This design comes from an exercise in tuning for small area, a short achievable clock period and few clock cycles on the open sky130 flow, not from production work.
RTL that was checked went through simulation tests only; none was proved equivalent to the original.

## LearningMachine
module LearningMachine(input clk,rst, start, input [6:0] x1Data,x2Data, input [1:0] tData, output[1:0] signYin, output[13:0] w1,w2,b,Yin,output ReadEn, Ready);
  reg busy, rdEn, valid;
  reg xlast, flag;
  reg [7:0] cnt;      
  reg [6:0] x1, x2;
  reg [3:0] o1, o2;      
  reg [2:0] tw1, tw2;    
  reg t;
  reg [11:0] u1, u2;
  reg [7:0] v;
  reg [13:0] yReg;
  wire [13:0] ya, yb;
  wire [11:0] u1n, u2n;
  wire n1;
  wire n2;
  wire n3;
  wire n4;
  wire n5;
  wire n6;
  wire n7;
  wire n8;
  wire n9;
  wire n10;
  wire n11;
  wire n12;
  wire n13;
  wire n14;
  wire n15;
  wire n16;
  wire n17;
  wire n18;
  wire n19;
  wire n20;
  wire n21;
  wire n22;
  wire n23;
  wire n24;
  wire n25;
  wire n26;
  wire n27;
  wire n28;
  wire n29;
  wire n30;
  wire n31;
  wire n32;
  wire n33;
  wire n34;
  wire n35;
  wire n36;
  wire n37;
  wire n38;
  wire n39;
  wire n40;
  wire n41;
  wire n42;
  wire n43;
  wire n44;
  wire n45;
  wire n46;
  wire n47;
  wire n48;
  wire n49;
  wire n50;
  wire n51;
  wire n52;
  wire n53;
  wire n54;
  wire n55;
  wire n56;
  wire n57;
  wire n58;
  wire n59;
  wire n60;
  wire n61;
  wire n62;
  wire n63;
  wire n64;
  wire n65;
  wire n66;
  wire n67;
  wire n68;
  wire n69;
  wire n70;
  wire n71;
  wire n72;
  wire n73;
  wire n74;
  wire n75;
  wire n76;
  wire n77;
  wire n78;
  wire n79;
  wire n80;
  wire n81;
  wire n82;
  wire n83;
  wire n84;
  wire n85;
  wire n86;
  wire n87;
  wire n88;
  wire n89;
  wire n90;
  wire n91;
  wire n92;
  wire n93;
  wire n94;
  wire n95;
  wire n96;
  wire n97;
  wire n98;
  wire n99;
  wire s100;
  wire c101;
  wire s102;
  wire c103;
  wire s104;
  wire c105;
  wire s106;
  wire c107;
  wire s108;
  wire c109;
  wire s110;
  wire c111;
  wire s112;
  wire c113;
  wire s114;
  wire c115;
  wire s116;
  wire c117;
  wire s118;
  wire c119;
  wire s120;
  wire c121;
  wire s122;
  wire c123;
  wire s124;
  wire c125;
  wire s126;
  wire c127;
  wire s128;
  wire c129;
  wire s130;
  wire c131;
  wire s132;
  wire c133;
  wire s134;
  wire c135;
  wire s136;
  wire c137;
  wire s138;
  wire c139;
  ...
For scale: ~930 cells after synthesis, ~79 I/O pins, about 8800 um2 of cells after synthesis.
Settings: LEC_CHECK=0, ABC_CLOCK_PERIOD_IN_PS=5000, CAP_MARGIN=20, CORE_MARGIN=2, CORE_UTILIZATION=40, SETUP_SLACK_MARGIN=5, SLEW_MARGIN=20, SYNTH_HIERARCHICAL=1, SYNTH_MINIMUM_KEEP_SIZE=0; clock period 12.0 ns.
standard.sh (not shown) runs the stock make flow with config.mk's settings and CLKGATE_MAP_FILE= SYNTH_SCRIPT=/design/flow/synth_recipe.tcl, a recipe that flattens the netlist after the stock synthesis.
==> flow/flow/run.sh <==
#!/bin/bash
set -euo pipefail
bash standard.sh SETUP_SLACK_MARGIN=8 SETUP_MOVE_SEQUENCE=unbuffer,size_down,sizeup,swap,clone 'BUFFER_PORTS_ARGS=-buffer_cell sky130_fd_sc_hd__buf_1' finish > standard_make.log 2>&1
Testbench counts at the start, summed over its fixed seeds: cycles 145,544.
Next try:
--- a/flow/design.v
+++ b/flow/design.v
@@ -672,16 +672,30 @@
   wire y353;
   wire y354;
   wire y355;
   wire y356;
   wire y357;
   wire y358;
   wire y359;
   wire y360;
+  wire z361;
+  wire z362;
+  wire z363;
+  wire z364;
+  wire z365;
+  wire z366;
+  wire z367;
+  wire z368;
+  wire z369;
+  wire z370;
+  wire z371;
+  wire z372;
+  wire z373;
+  wire z374;
   assign n1 = ((o1[0] & u1[0])) ^ x1[1];
   assign n2 = ((o1[0] & u1[1]) | (tw1[0] & u1[0])) ^ x1[1];
   assign n3 = ((o1[0] & u1[2]) | (tw1[0] & u1[1])) ^ x1[1];
   assign n4 = ((o1[0] & u1[3]) | (tw1[0] & u1[2])) ^ x1[1];
   assign n5 = ((o1[0] & u1[4]) | (tw1[0] & u1[3])) ^ x1[1];
   assign n6 = ((o1[0] & u1[5]) | (tw1[0] & u1[4])) ^ x1[1];
   assign n7 = ((o1[0] & u1[6]) | (tw1[0] & u1[5])) ^ x1[1];
   assign n8 = ((o1[0] & u1[7]) | (tw1[0] & u1[6])) ^ x1[1];
@@ -911,25 +925,40 @@
   assign y354 = s284 ^ g328;
   assign y355 = s286 ^ g330;
   assign y356 = s288 ^ g336;
   assign y357 = s290 ^ g338;
   assign y358 = s292 ^ g340;
   assign y359 = s294 ^ g342;
   assign y360 = s296 ^ g344;
   assign yt = {y360, y359, y358, y357, y356, y355, y354, y353, y352, y351, y350, y349, y348, s270};
+  assign z361 = s272 ^ (c271 | s270);
+  assign z362 = s274 ^ (c273 | s272);
+  assign z363 = s276 ^ (c275 | s274);
+  assign z364 = s278 ^ (c277 | s276);
+  assign z365 = s280 ^ (c279 | s278);
+  assign z366 = s282 ^ (c281 | s280);
+  assign z367 = s284 ^ (c283 | s282);
+  assign z368 = s286 ^ (c285 | s284);
+  assign z369 = s288 ^ (c287 | s286);
+  assign z370 = s290 ^ (c289 | s288);
+  assign z371 = s292 ^ (c291 | s290);
+  assign z372 = s294 ^ (c293 | s292);
+  assign z373 = s296 ^ (c295 | s294);
+  assign z374 = z373 ^ t;
+  assign zx = {z374, z372, z371, z370, z369, z368, z367, z366, z365, z364, z363, z362, z361, s270};
   wire [5:0] xl1 = x1[5:0] ^ {6{t}};
   wire xs1 = x1[6] ^ t;
   assign u1n = u1 + {4'd0, ~xs1, xs1, xl1} + {4'd0, ~xs1, xl1, t} + {4'b1111, 6'd0, t, 1'b0};
   wire [5:0] xl2 = x2[5:0] ^ {6{t}};
   wire xs2 = x2[6] ^ t;
   assign u2n = u2 + {4'd0, ~xs2, xs2, xl2} + {4'd0, ~xs2, xl2, t} + {4'b1111, 6'd0, t, 1'b0};
   wire [13:0] yt;    
   wire [13:0] y = {yt[13] ^ t, yt[12:0]};
-  wire [13:0] zx = ya ^ yb ^ {ya[12:0] | yb[12:0], 1'b0} ^ {t, 13'd0};
+  wire [13:0] zx;
   wire yzero = ~|zx;
   wire mis = yzero | yt[13];
   wire upd = valid & mis;
   wire clr = ~busy & start;
   wire [7:0] vn = v + {{6{t}}, ~t, 1'b1};    
   wire last = (cnt == 8'd14);
   function [6:0] booth(input [6:0] x);
     reg [8:0] e;
Effect:
- The new run went through all stages and came out clean
- worst hold slack improves by 0.0033 ns
- global-route usage is lower by 0.28 points
- design area barely changes
- via count is lower by 2.9%
- wire length is lower by 4.5%
- sequential share of layout area is higher by 0.20 points
- clock-buffer cell count is lower by 4
- die area is lower by 1.4%
Function not checked in the second run of this note: the RTL went through the layout flow alone.

re-timing with driven ports:
In the flow no input, the clock included, has a driving cell. The finished layouts below were timed again as built, in two steps. Step 1, drivers: a clkbuf_16 drives clk and a buf_2 each remaining input, both assumed. Step 2, shift: input delay + t, output delay - t, t = (earliest + latest rising clock arrival at the registers) / 2. This alone moves slack from input paths to output paths. Three values: ideal ports, drivers, drivers and shift; two values: the first two.
| run | t, ns | setup WS [ns] | worst setup path at the end |
|---|---|---|---|
| the first run | 0.394 | 6.803 / 6.803 / 6.803 | register to register |
| the second run | 0.400 | 6.747 / 6.747 / 6.747 | register to register |
After both steps every run listed still meets setup and hold.
